Background: an optimization exercise with open tools, aiming at small area and a short achievable clock period. Do not read the settings as production practice.
In this exercise RTL edits were held to simulation tests only and were not proved equivalent to the original.
Power is estimated from default activity; no workload was simulated.

## build 22
Design CIRCUIT7, start of the top module:
module CIRCUIT7(a, b, c, d, zero, Clk, Rst, z);
    input Clk, Rst;
    input [31:0] a, b, c, d, zero;
    output [31:0] z;
    wire [31:0] e, f, g, fr, zwire;
    wire gEQz;
    DIV div1(a, b, e, g);      
    DIV div2(c, d, f, fr);     
    COMP #(32) comp1(g, zero, gEQz);
    MUX2x1 #(32) mux1(f, e, gEQz, zwire);
    REG #(32) reg1(zwire, Clk, Rst, z);
endmodule
Settings: LEC_CHECK=0, ABC_AREA=1, CAP_MARGIN=20, CORE_MARGIN=2, CORE_UTILIZATION=50, CTS_CLUSTER_DIAMETER=25, CTS_CLUSTER_SIZE=4, SLEW_MARGIN=20, SETUP_SLACK_MARGIN=110, SKIP_PIN_SWAP=1; clock period 260.0 ns.
standard.sh (not shown) runs the stock make flow with config.mk's settings and CLKGATE_MAP_FILE= SYNTH_SCRIPT=/design/flow/synth_recipe.tcl, a recipe that flattens the netlist after the stock synthesis.
==> flow/flow/run.sh <==
#!/bin/bash
# Standard layout (the standard.sh), with timing repair aiming for extra
# setup slack so that the resizer works on the critical paths although the
# clock is met. Pin swapping is left out of the repair moves.
set -e
cd "$(dirname "$0")/.."
cat >> config.mk <<'EOC'
export SETUP_SLACK_MARGIN = 110
export SKIP_PIN_SWAP = 1
EOC
bash standard.sh > standard.log 2>&1
Build 22 completed every stage of the flow, and the final layout passed the timing, design-rule and antenna checks.
Input-level comparison between build 14 and build 22:
# build 22
export LEC_CHECK = 0
export ABC_AREA = 1
export CAP_MARGIN = 20
export CORE_MARGIN = 2
export CORE_UTILIZATION = 50
export CTS_CLUSTER_DIAMETER = 25
export CTS_CLUSTER_SIZE = 4
export SLEW_MARGIN = 20
export SETUP_SLACK_MARGIN = 110
export SKIP_PIN_SWAP = 1
create_clock -name core_clock -period 260.0 [get_ports {Clk}]
# build 14
export LEC_CHECK = 0
export CAP_MARGIN = 20
export CORE_MARGIN = 2
export CORE_UTILIZATION = 50
export CTS_CLUSTER_DIAMETER = 25
export CTS_CLUSTER_SIZE = 4
export SLEW_MARGIN = 20
export SETUP_SLACK_MARGIN = 110
export SKIP_PIN_SWAP = 1
create_clock -name core_clock -period 260.0 [get_ports {Clk}]
Results
On half-perimeter wire length of the detailed placement result: between build 22 and build 14, it ends up higher for build 14. Build 14 against build 22: count of cells along the worst hold path -3; cell count +725. From build 22 to build 14 the numbers moved as follows: routed wire length shows an increase of about 56%; total net switching power shows an increase of 0.000030 W; global router's overall resource usage shows an increase of 8.9 points; I/O pin count shows no meaningful change; worst supply voltage drop on vdd shows an increase of 150%. Taking build 22 as the reference point, the total power of build 14 rises by 31%. As far as XOR/XNOR share of the synthesized area is concerned, build 14 and build 22 perform about the same. Measured against build 14, the placement-stage cell area of build 22 comes out at 0.849 times the reference value. Of the two values seen for combinational family with the most area after synthesis, compound AO/OA/AOI/OAI gates was produced by build 14 and adder cells by build 22.
Modified inputs, build 44 compared to build 14
# build 14
export LEC_CHECK = 0
export CAP_MARGIN = 20
export CORE_MARGIN = 2
export CORE_UTILIZATION = 50
export CTS_CLUSTER_DIAMETER = 25
export CTS_CLUSTER_SIZE = 4
export SLEW_MARGIN = 20
export SETUP_SLACK_MARGIN = 110
export SKIP_PIN_SWAP = 1
create_clock -name core_clock -period 260.0 [get_ports {Clk}]
# build 44
export LEC_CHECK = 0
export ABC_AREA = 1
export CAP_MARGIN = 20
export CORE_MARGIN = 2
export CORE_UTILIZATION = 65
export CTS_CLUSTER_DIAMETER = 25
export CTS_CLUSTER_SIZE = 4
export SLEW_MARGIN = 20
export SETUP_SLACK_MARGIN = 110
export SKIP_PIN_SWAP = 1
create_clock -name core_clock -period 260.0 [get_ports {Clk}]
## What came out
- Cell count after placement is higher on build 14
- Build 44 gives less maximum frequency from static timing analysis than build 14 did.
- What build 14 reported for HPWL after detailed placement has to be multiplied by 0.61 to get the figure for build 44.
### build 44 -> build 18
# build 44
export LEC_CHECK = 0
export ABC_AREA = 1
export CAP_MARGIN = 20
export CORE_MARGIN = 2
export CORE_UTILIZATION = 65
export CTS_CLUSTER_DIAMETER = 25
export CTS_CLUSTER_SIZE = 4
export SLEW_MARGIN = 20
export SETUP_SLACK_MARGIN = 110
export SKIP_PIN_SWAP = 1
create_clock -name core_clock -period 260.0 [get_ports {Clk}]
# build 18
export LEC_CHECK = 0
export ABC_AREA = 1
export CAP_MARGIN = 20
export CORE_MARGIN = 2
export CORE_UTILIZATION = 50
export CTS_CLUSTER_DIAMETER = 25
export CTS_CLUSTER_SIZE = 4
export SLEW_MARGIN = 20
export TNS_END_PERCENT = 10
export SETUP_SLACK_MARGIN = 114
export SKIP_PIN_SWAP = 1
create_clock -name core_clock -period 260.0 [get_ports {Clk}]
--- a/flow/flow/run.sh
+++ b/flow/flow/run.sh
@@ -6,5 +6,5 @@
 cd "$(dirname "$0")/.."
 cat >> config.mk <<'EOC'
-export SETUP_SLACK_MARGIN = 110
+export SETUP_SLACK_MARGIN = 114
 export SKIP_PIN_SWAP = 1
 EOC
### Flow results
- Diff build 44 -> build 18 | width of the die | increase of about 14%
- Looking at wire length of the first global-routing pass, build 18 sits 2.1% higher than build 44 does.
- In build 18, routed wire length is higher than in build 44.
- Compared to build 44, build 18 has arrival time reported for the critical path endpoint 3.58 ns lower.
- Global-route met2 utilization (build 18 over build 44): decrease, 11 points
- From build 44 to build 18 the numbers moved as follows: post-layout total power saw an increase; post-place setup slack grew by 0.12 ns.
- Cmp build 18 vs build 44: detailed-route vias per instance lower in build 18
- Build 18 gives more filler-free cell count of the finished design than build 44 did.
- Utilization build 44 -> build 18: down
Here is what was changed in the inputs of build 70 compared with build 18.
# build 18
export LEC_CHECK = 0
export ABC_AREA = 1
export CAP_MARGIN = 20
export CORE_MARGIN = 2
export CORE_UTILIZATION = 50
export CTS_CLUSTER_DIAMETER = 25
export CTS_CLUSTER_SIZE = 4
export SLEW_MARGIN = 20
export TNS_END_PERCENT = 10
export SETUP_SLACK_MARGIN = 114
export SKIP_PIN_SWAP = 1
create_clock -name core_clock -period 260.0 [get_ports {Clk}]
# build 70
export LEC_CHECK = 0
export ABC_AREA = 1
export CAP_MARGIN = 20
export CORE_MARGIN = 2
export CORE_UTILIZATION = 50
export CTS_CLUSTER_DIAMETER = 25
export CTS_CLUSTER_SIZE = 4
export SLEW_MARGIN = 20
export SETUP_SLACK_MARGIN = 118
export SKIP_PIN_SWAP = 1
create_clock -name core_clock -period 260.0 [get_ports {Clk}]
--- a/flow/flow/run.sh
+++ b/flow/flow/run.sh
@@ -6,5 +6,5 @@
 cd "$(dirname "$0")/.."
 cat >> config.mk <<'EOC'
-export SETUP_SLACK_MARGIN = 114
+export SETUP_SLACK_MARGIN = 118
 export SKIP_PIN_SWAP = 1
 EOC
==> run summary <==
Reported for build 70 and build 18, antenna violation net count after detailed routing turned out identical to the last digit.
Build 70 — non-clock buffer count 137 higher, build 18 as reference
Compared with build 18, build 70 shows critical path depth lower by 5.

[re-timing with driven ports]
The results above use ideal ports. As a check the final layouts listed here were re-extracted and re-timed, cells and wires unchanged.
Step 1, drivers: a clkbuf_16 drives Clk and a buf_2 each remaining input, both assumed.
Step 2 also shifts input and output timing later by t, the mid clock arrival at the registers, as if the neighbouring blocks saw the same clock.
Slacks: no drivers / after step 1 / after step 2; pairs: no drivers / after step 1.
| run | t (ns) | setup slack, ns | worst hold slack (ns) | worst slew at a driven data input, ns |
|---|---|---|---|---|
| build 22 | 0.354 | 116.753 / 116.773 / 116.419 | 52.216 / 52.206 / 52.560 | 0.11 |
| build 14 | 0.375 | 117.000 / 117.037 / 116.662 | 52.238 / 52.210 / 52.585 | 0.18 |
| build 44 | 0.353 | 116.387 / 116.412 / 116.059 | 52.212 / 52.190 / 52.543 | 0.09 |
| build 18 | 0.356 | 119.972 / 119.999 / 119.643 | 52.206 / 52.195 / 52.552 | 0.11 |
| build 70 | 0.356 | 122.410 / 122.439 / 122.083 | 52.193 / 52.182 / 52.538 | 0.11 |
After both steps setup and hold are still met in every run listed. The setup slack of build 14, which loses most, moves by +0.037 ns with the drivers and by -0.338 ns with both steps.
